From an optimization exercise on the open Yosys and OpenROAD flow, aimed at small area and a short achievable clock period; shortcuts taken in it are not production practice. Function not checked in this run: the RTL went through the layout flow alone.

==> design/flow/design.v <==
module thresholding(
    input wire clk, reset, enable,
    input wire signed [11 : 0] sig,
    output wire signed [11 : 0] y,
    output reg done,
    output reg [11 : 0] id
    );
localparam W = 13;
function lt_const11(input [10 : 0] a, input [10 : 0] k);
    integer i;
    reg r;
    begin
        r = 1'b0;
        for (i = 0; i < 11; i = i + 1)
            r = k[i] ? (~a[i] | r) : (~a[i] & r);
        lt_const11 = r;
    end
endfunction
function le_const17(input [16 : 0] a, input [16 : 0] k);
    integer i;
    reg r;
    begin
        r = 1'b1;
        for (i = 0; i < 17; i = i + 1)
            r = k[i] ? (~a[i] | r) : (~a[i] & r);
        le_const17 = r;
    end
endfunction
function [11 : 0] add_const12(input [11 : 0] a, input [11 : 0] k);
    integer i, j, m;
    reg c, t;
    begin
        for (i = 0; i < 12; i = i + 1) begin
            c = 1'b0;
            for (j = 0; j < i; j = j + 1) begin
                if (k[j]) begin
                    t = 1'b1;
                    for (m = i - 1; m > j; m = m - 1)
                        if (!k[m]) t = t & a[m];
                    t = t & a[j];
                    c = c | t;
                end
            end
            add_const12[i] = a[i] ^ k[i] ^ c;
        end
    end
endfunction
reg signed [11 : 0] d [0 : W - 1];    
reg [16 : 0] m;                       
reg first;                            
reg [7 : 0] grp;                      
wire idle = ~id[11] & (&id[10 : 0]);
wire working = ~idle;
reg [11 : 0] id_inc;
reg id_c;
integer k;
always @* begin
    id_c = 1'b1;
    for (k = 0; k < 12; k = k + 1) begin
        id_inc[k] = id[k] ^ id_c;
        id_c = id_c & id[k];
    end
end
wire [11 : 0] x = add_const12(sig, 12'd3138);                
wire wrapx = sig[11] & lt_const11(sig[10 : 0], 11'd958);      
wire [16 : 0] n = m + {{5{~d[0][11]}}, ~d[0]} + 17'd1;       
wire f0 = le_const17(n, 17'd90902);           
wire fw = le_const17(n, 17'd65370);           
wire late = ~id[11] & ((|id[10 : 4]) | (id[3] & id[2]));
wire valid = ~first | late;
wire [11 : 0] d12 = valid ? d[W - 1] : 12'd0;
wire [16 : 0] m_next = n + {{5{d12[11]}}, d12};
function [7 : 0] cmp_grp(input [13 : 0] spf, input [16 : 0] nn, input f);
    reg [16 : 0] r0, r2, r3, l1c, s1, l2b, s2, cg, cp;
    reg [17 : 0] c1, c2;
    reg [15 : 0] tg, tp;
    integer lv, b;
    begin
        r0 = {3'b000, spf};
        r2 = {1'b0, spf, 2'b00};
        r3 = {spf, 3'b000};
        l1c = {r3[16 : 3], f, r3[1 : 0]};
        s1 = r0 ^ r2 ^ l1c;
        c1 = {(r0 & r2) | (r0 & l1c) | (r2 & l1c), 1'b0};
        l2b = {c1[16 : 3], f, f, f};
        s2 = s1 ^ l2b ^ nn;
        c2 = {(s1 & l2b) | (s1 & nn) | (l2b & nn), 1'b0};
        cg = s2 & c2[16 : 0];
        cp = s2 ^ c2[16 : 0];
        tg = cg[15 : 0];
        tp = cp[15 : 0];
        tg[0] = cg[0] | (cp[0] & f);
        for (lv = 1; lv < 3; lv = lv + 1)
            for (b = 0; b < (16 >> lv); b = b + 1) begin
                tg[b] = tg[2 * b + 1] | (tp[2 * b + 1] & tg[2 * b]);
                tp[b] = tp[2 * b + 1] & tp[2 * b];
            end
        cmp_grp = {cp[16], tg[3], tp[3], tg[2], tp[2], tg[1], tp[1], tg[0]};
    end
endfunction
wire [7 : 0] grp0 = cmp_grp({1'b0, fw, ~sig[11], sig[10 : 0]}, n, f0);
wire [7 : 0] grp1 = cmp_grp({fw, ~fw, ~sig[11], sig[10 : 0]}, n, f0);
wire c16 = grp[6] | (grp[5] & (grp[4] | (grp[3] & (grp[2] | (grp[1] & grp[0])))));
wire ysel = ~(grp[7] ^ c16);
assign y = ysel ? d[0] : 12'sd0;
integer j;
always @(posedge clk) begin
    if (working) begin
        for (j = 1; j < W; j = j + 1)
            d[j] <= d[j - 1];
    end
    if (reset)
        d[0] <= 12'sd0;
    else if (working)
        d[0] <= x;
    if (reset) begin
        m <= 17'd90902;
        first <= 1'b1;
        done <= 1'b0;
        id <= 12'd2047;
    end else begin
        done <= working;
        if (working) begin
            id <= id_inc;
            m <= m_next;
            if (late)
                first <= 1'b0;
        end else begin
            id <= {enable, 11'h7ff};
        end
    end
    grp <= wrapx ? grp1 : grp0;
end
endmodule
==> design/flow/flow/run.sh <==
#!/bin/bash
set -euo pipefail
bash standard.sh "BUFFER_PORTS_ARGS=-buffer_cell sky130_fd_sc_hd__buf_2" SETUP_SLACK_MARGIN=9.5 finish > standard.log 2>&1
==> design/flow/standard.sh <==
#!/bin/bash
# synth_recipe.tcl (not shown) runs the flow's synth.tcl, then flattens the netlist and writes it again
# the make line also repeats each setting of config.mk as NAME=value (left out here)
make -C /OpenROAD-flow-scripts/flow DESIGN_CONFIG=/design/flow/config.mk WORK_HOME=/design/flow/orfs CLKGATE_MAP_FILE= SYNTH_SCRIPT=/design/flow/synth_recipe.tcl "${@:-finish}"
==> design/flow/config.mk <==
export PLATFORM = sky130hd
export DESIGN_NAME = thresholding
export DESIGN_NICKNAME = thresholding
export VERILOG_FILES = /design/flow/design.v
export SDC_FILE = /design/flow/constraint.sdc
export NUM_CORES = 4
export LEC_CHECK = 0
export CAP_MARGIN = 20
export CORE_MARGIN = 2
export CORE_UTILIZATION = 60
export CTS_BUF_LIST = sky130_fd_sc_hd__clkbuf_8
export SLEW_MARGIN = 20
==> design/flow/constraint.sdc <==
create_clock -name core_clock -period 14.0 [get_ports {clk}]
set_input_delay 2.8000 -clock core_clock [delete_from_list [all_inputs] [get_ports {clk}]]
set_output_delay 2.8000 -clock core_clock [all_outputs]
set_load 0.01 [all_outputs]
==> results.toml <==
[run_status]
outcome = "no timing/DRC/antenna violations"

[critical_path]
crit_path_end_kind = "primary output"
worstPathArrival_ns = 1.98
cp-start-kind = "flop"
slowest_stage = "dfxtp_1"
critical_path_class = "reg -> out"
reg2reg_slack_ns = 9.36
slowest_delay_ns = 0.31
crit_top_cell = "a21o_1"
rr_endpoint = "grp[6]"
reg2reg_depth = 18
crit_chain = "a21o_1 -> a21o_1 -> a21oi_4 -> xnor2_4 -> buf_4 -> nor2_1 -> buf_2"
cp_max_fo = 4
cp.required_ns = 11.20
rr_startpoint = "d[0][7]"

[sta]
fin_ws_ns = 9.223
finalSetupTns_ns = 0
hold_viol = 0
grt_setup_unrepaired = "yes"
slew_violations = 0
skew_ns = 0.01366
fin_crit_sh = 0.3412
finalCriticalPeriod_ns = 4.777
hold_ws_ns = 0.4169
fmax_mhz = 209.4
relSlewSlack = 0.4016
tightest_slew_ns = 0.8976
setup_viol = 0

[placement]
place.gp.congestion = 0.9088
place_hpwl_um = 13050
pre_cts_ws_ns = 8.559
dp.cells = 1000
portBuffers = 39
dpl_cell_area_um2 = 10060

[synthesis]
syn_inst = 756
syn-num-nets = 877
synthFlopType = "edfxtp_1"
synth_edf_count = 144
synth_warnings = 2
synth_area_um2 = 9574
synth.largest_area_cell = "edfxtp_1"
synth_seq_cells = 195
synth_top_area_share = 0.4516
synth.distinct_cells = 70
ys_seq_area_frac = 0.5583
syn_avg_cell_area_um2 = 12.66
async_reset_ff_frac = 0
synth_area_leaders = "edfxtp_1, dfxtp_1, ha_1"

[global_route]
grt_max_degree = 97
grt_pass1_wl_um = 29180
grtUsageTotal = 0.2290
grt_overflow = 0
antenna_found_initial = 0
first_global_vias = 5813

[clock_network]
clkLatencyLatePin_ns = 0.47
cts_hold_buf = 0
path_clk_slew_ns = 0.10
htree_levels = 4
cts_tree = "built"
cts_made_buffers = 17
cts_buffer_depth = 2
cts_num_sinks = 195
clockRootBuffer = "clkbuf_8"

[route]
viasPerCell = 5.599
vias = 5834
wl_per_cell_um = 17.94
initialDrtViolationCount = 386
drc = 0
wl_um = 18690
first_pass_iters = 4
ant_nets = 0

[flow_run]
drv_cap = 0

[floorplan]
die_x_um = 130.3
die_y_um = 130.3
num_io_pins = 40
row_count = 46
coreArea_um2 = 15710
initial_core_util = 0.6093
design.die.area_um2 = 16980

[finish]
n_fill_cell = 1158
utilization = 0.6889
nets = 934
final_area_um2 = 10820
n_antenna_cell = 0
drive_gt1_frac = 0.1828
final_common_cell = "edfxtp_1"
synthToLayoutAreaGrowth_pct = 13.06
final_cell_mix = "edfxtp_1, inv_1, ha_1"
fin_cells = 1042

[min_path]
hold_end = "d[4][0]"
hp-start = "d[3][0]"
hold_class = "reg -> reg"
hold_depth = 0
==> Yosys cell counts (5+ instances only) <==
master    number
edfxtp_1     144
ha_1          74
inv_1         71
nor2_1        58
dfxtp_1       51
a21oi_1       38
nand2_1       37
fa_1          32
nor2b_1       24
o21ai_0       17
xnor2_1       17
a211oi_1      16
clkbuf_1      16
nor3_1        16
a21o_1        14
or3_1         12
xor2_1        12
a211o_1        7
a31oi_1        7
nand2b_1       5
==> worst max-delay path by stage <==
stage	from	end	slack, ns	cells after the start
floorplan	sig[10]	grp[6]	9.08	9
global placement	m[0]	grp[6]	8.78	19
detailed placement	m[0]	grp[6]	8.56	19
CTS	grp[0]	y[3]	9.22	7
global route	d[0][7]	grp[6]	9.14	18
finish	grp[1]	y[6]	9.22	7
==> layout make-up <==
type / instances / area (µm²) / area share
Sequential cell: 195 / 5346 / 0.4939
Inverter: 76 / 294.0 / 0.02716
Multi-Input combinational cell: 469 / 4120 / 0.3807
Clock inverter: 15 / 220.2 / 0.02034
Tap cell: 216 / 270.3 / 0.02497
Timing Repair Buffer: 54 / 339.1 / 0.03133
Clock buffer: 17 / 234.0 / 0.02162
==> timing repair <==
action	4_1_cts	5_1_grt
buffers inserted	4	6
setup endpoints to repair	16	17
endpoints found under the hold margin	0	0
pin swaps	7	14
resized for setup	19	32
cloned	0	0
==> flip-flops by register name, indices dropped and copies added, names as in the netlist <==
name   count
m         17
d        156
first      1
grp        8
done       1
id        12
==> worst max-delay path: cells and delay by family (launching register included) <==
family          cells  cell delay, ns
compound gates      3            0.66
xor+xnor            1            0.16
buf+inv             2            0.32
flops               1            0.31
simple gates        1            0.05
==> routing by layer <==
metal / up-vias / global-route usage / wire (µm)
met4: 0 / 0.08602 / 351
met2: 118 / 0.3665 / 8967
met5: - / 0 / 0
met1: 2853 / 0.3099 / 8536
met3: 31 / 0.05002 / 837
li1: 2832 / - / -
==> cells by family (layout without fill, tap and decap cells) <==
kind of cell / Yosys count / in the layout / synth area share
compound gates: 141 / 141 / 0.1082
xor+xnor: 31 / 31 / 0.03058
fa+ha+maj: 106 / 106 / 0.1636
buf+inv: 92 / 162 / 0.03607
flops: 195 / 195 / 0.5583
mux: 2 / 2 / 0.002091
simple gates: 189 / 189 / 0.1011

[afterwards: timing with drivers on the ports]
How much do the figures lean on ideal ports? The routed layout below was timed once more, with nothing changed but the port constraints.
Step 1 assumes that a clkbuf_16 drives the clock port and a buf_2 every other input.
Step 2 also shifts input and output timing later by t, the mid clock arrival at the registers, as if the neighbouring blocks saw the same clock.
a / b / c = ideal / step 1 / step 2; a / b = the first two.
shift t [ns]: 0.505
slack for setup (ns): 9.223 / 9.186 / 8.821
cell pins on the clock port's net: 1
After both steps this run still meets setup and hold. For this run, drivers alone change the setup slack by -0.037 ns; drivers and shift together by -0.402 ns.
